Context: an optimization exercise on an open-source flow, tuned for small area. The choices shown serve that exercise and are no tape-out recipe. In this exercise RTL edits were held to simulation tests only and were not proved equivalent to the original. The clock input has no modelled driver; a real chip could not lean on it and would need a root buffer or a full tree. Power and IR drop assume default switching activity.

Setup of cedar:
## CarParking
module CarParking (
    input clk,
    input InSig,
    input OutSig,
    input reset,
    output [6:0] HEX0,
    output [6:0] HEX1,
    output [6:0] HEX4,
    output ClosedLight,
    output OpenLight,
    output reg WarningLight,
    output motor
);
Size: about 310 cells after synthesis, roughly 81 flip-flops, about 29 I/O pins, about 0.0030 mm2 of cells after synthesis.
Settings: LEC_CHECK=0, CAP_MARGIN=5, CORE_MARGIN=2, CORE_UTILIZATION=40, SLEW_MARGIN=5; clock period 10.0 ns.
standard.sh (not shown) runs the stock make flow with config.mk's settings and CLKGATE_MAP_FILE= SYNTH_SCRIPT=/design/flow/synth_recipe.tcl, a recipe that flattens the netlist after the stock synthesis.
==> flow/flow/run.sh <==
#!/bin/bash
# Layout flow: the standard ORFS flow (standard.sh) with these changes:
#  - synthesis: synth_recipe.tcl unchanged except that ABC maps with an
#    area-oriented script (abc_area.script, run for a few seeds of its
#    randomised step, keeping the smallest result) and adders are left to
#    ABC instead of being mapped to ha/fa cells first (ADDER_MAP_FILE empty);
#  - each port gets the smallest buffer (buf_1);
#  - clock tree: a root inverter driving one inverter per group of nearby
#    registers (manual_cts.tcl, run in place of TritonCTS).
# Each tool's log is in orfs/logs/; make's output is in flow_standard.log.
set -euo pipefail
here=$PWD
export FLOW_ABC_SCRIPT=$here/flow/abc_area.script
export FLOW_ABC_SEEDS="3"
export FLOW_ABC_TMP=$here
cat $here/flow/abc_override.tcl $here/synth_recipe.tcl > $here/flow_synth.tcl
sed -e "s#SYNTH_SCRIPT=[^ ]*#SYNTH_SCRIPT=$here/flow_synth.tcl ADDER_MAP_FILE=#" $here/standard.sh > $here/flow_standard.sh
export PRE_CTS_TCL=$here/flow/manual_cts.tcl
export FLOW_CTS_GROUPS=4
export FLOW_CTS_LEAF=sky130_fd_sc_hd__inv_8
export FLOW_CTS_ROOT=sky130_fd_sc_hd__inv_8
export BUFFER_PORTS_ARGS="-buffer_cell sky130_fd_sc_hd__buf_1"
bash $here/flow_standard.sh > $here/flow_standard.log 2>&1
==> flow/flow/abc_area.script <==
strash
&get -n
&fraig -x
&put
scorr
dc2
strash
&get -n
&deepsyn -T 60 -S SEED
&put
strash
&get -n
&dch -f
&nf -R 1000
&put
mfs2
strash
&get -n
&dch -f
&nf -a -R 1000
&put
==> flow/flow/abc_override.tcl <==
# Map the logic with an area-oriented ABC script (FLOW_ABC_SCRIPT) instead
# of ORFS's delay-oriented one; registers are untouched. The script's
# &deepsyn step is randomised: ABC is run once per seed in FLOW_ABC_SEEDS
# on the same netlist, and the mapping with the smallest cell area is kept.
proc abc {args} {
  set i [lsearch -exact $args -script]
  set l [lsearch -exact $args -liberty]
  set lib [lindex $args [expr {$l + 1}]]
  set fh [open $::env(FLOW_ABC_SCRIPT)]
  set template [read $fh]
  close $fh
  yosys design -save flow_pre_abc
  set best_area ""
  foreach seed $::env(FLOW_ABC_SEEDS) {
    yosys design -load flow_pre_abc
    set script "$::env(FLOW_ABC_TMP)/abc_seed_$seed.script"
    set fh [open $script w]
    puts -nonewline $fh [string map [list SEED $seed] $template]
    close $fh
    lset args [expr {$i + 1}] $script
    yosys abc {*}$args
    set st [yosys tee -q -s result.string stat -liberty $lib]
    regexp {Chip area for module[^:]*:\s*([0-9.]+)} $st -> area
    puts "flow abc: seed $seed area $area"
    if {$best_area eq "" || $area < $best_area} {
      set best_area $area
      set best_seed $seed
      yosys design -save flow_best_abc
    }
  }
  yosys design -load flow_best_abc
  puts "flow abc: kept seed $best_seed, area $best_area"
}
Other scripts of this flow, unchanged in this note and not shown: flow/flow/manual_cts.tcl
--- input diff cedar..lagoon ---
Settings: a change of SLEW_MARGIN from 5 to 20; a change of CAP_MARGIN from 5 to 20.
-- flow/flow/run.sh --
<<< cedar, line 13
export FLOW_ABC_SCRIPT=$here/flow/abc_area.script
export FLOW_ABC_SEEDS="3"
export FLOW_ABC_TMP=$here
>>> lagoon, line 13
export FLOW_ABC_SCRIPT=$here/flow/abc_area.script
export FLOW_ABC_SEEDS="1 2 3 4 5"
export FLOW_ABC_TMP=$here
### Flow results
Compared with cedar, in lagoon initial core utilization ~0 delta, total power density per cell area ~0 delta, overall power of the completed layout ~0 delta, final cycle utilization of the critical path ~0 delta. Going from cedar to lagoon, depth of the worst hold-timing path level, fraction of area in multi-input gates level, detailed-route vias per instance level. Compared with cedar, in lagoon number of multi-input logic gates ~0 delta; final design instance area without fill stayed essentially flat.
### lagoon -> indigo
-- flow/flow/run.sh --
<<< lagoon, line 3
#  - synthesis: synth_recipe.tcl unchanged except that ABC maps with an
#    area-oriented script (abc_area.script, run for a few seeds of its
#    randomised step, keeping the smallest result) and adders are left to
#    ABC instead of being mapped to ha/fa cells first (ADDER_MAP_FILE empty);
#  - each port gets the smallest buffer (buf_1);
>>> indigo, line 3
#  - synthesis: synth_recipe.tcl unchanged except that ABC maps with an
#    area-oriented script (abc_area.script) and adders are left to ABC
#    instead of being mapped to ha/fa cells first (ADDER_MAP_FILE empty);
#  - each port gets the smallest buffer (buf_1);
<<< lagoon, line 13
export FLOW_ABC_SCRIPT=$here/flow/abc_area.script
export FLOW_ABC_SEEDS="1 2 3 4 5"
export FLOW_ABC_TMP=$here
cat $here/flow/abc_override.tcl $here/synth_recipe.tcl > $here/flow_synth.tcl
>>> indigo, line 12
export FLOW_ABC_SCRIPT=$here/flow/abc_area.script
cat $here/flow/abc_override.tcl $here/synth_recipe.tcl > $here/flow_synth.tcl
-- flow/flow/abc_area.script --
<<< lagoon, line 8
&get -n
&deepsyn -T 60 -S SEED
&put
>>> indigo, line 8
&get -n
&deepsyn -T 60
&put
==> flow/flow/abc_override.tcl <==
# Map the logic with an area-oriented ABC script (flow/abc_area.script)
# instead of ORFS's delay-oriented one; registers are untouched.
proc abc {args} {
  set i [lsearch -exact $args -script]
  if {$i >= 0} { lset args [expr {$i + 1}] $::env(FLOW_ABC_SCRIPT) }
  yosys abc {*}$args
}
Findings:
Wire length on met2 in indigo is 54 um higher than in lagoon. Higher shortest clock period the worst path allows after layout among lagoon and indigo: lagoon. Of indigo and lagoon, it is indigo that has the lower number of cell instances on the worst register-to-register path. After detailed routing, lagoon needs less wire than indigo. [indigo] critical path depth fell 8 relative to lagoon.
No run of this note takes its clock network from TritonCTS; it comes from the design's own scripts or RTL.

## re-timing with driven ports
The flow's constraints put no driver on any port. The routed layouts listed below were extracted and timed again, unchanged, in two steps.
Step 1 assumes that a clkbuf_16 drives the clock port and a buf_2 every other input.
Step 2 adds t to the input delays and takes it off the output delays; t is the mean of the earliest and latest rising clock arrival at the registers after step 1. Input paths then give back, and output paths get back, about the clock's delay inside the block.
Slacks: ideal / step 1 / step 2; pairs: ideal / step 1.
| run | shift t [ns] | setup WS [ns] | hold slack, ns | clock arrival spread, ns | worst register clock-pin slew, ns |
|---|---|---|---|---|---|
| cedar | 0.198 | 4.906 / 4.860 / 5.058 | 0.377 / 0.377 / 0.377 | 0.012 / 0.012 | 0.11 / 0.11 |
| lagoon | 0.198 | 4.906 / 4.860 / 5.058 | 0.377 / 0.377 / 0.377 | 0.012 / 0.012 | 0.11 / 0.11 |
| indigo | 0.196 | 5.356 / 5.332 / 5.332 | 0.376 / 0.376 / 0.376 | 0.006 / 0.007 | 0.10 / 0.10 |
After both steps setup and hold are still met in every run listed. The setup slack of indigo, which loses most, moves by -0.024 ns with the drivers and by -0.024 ns with both steps.
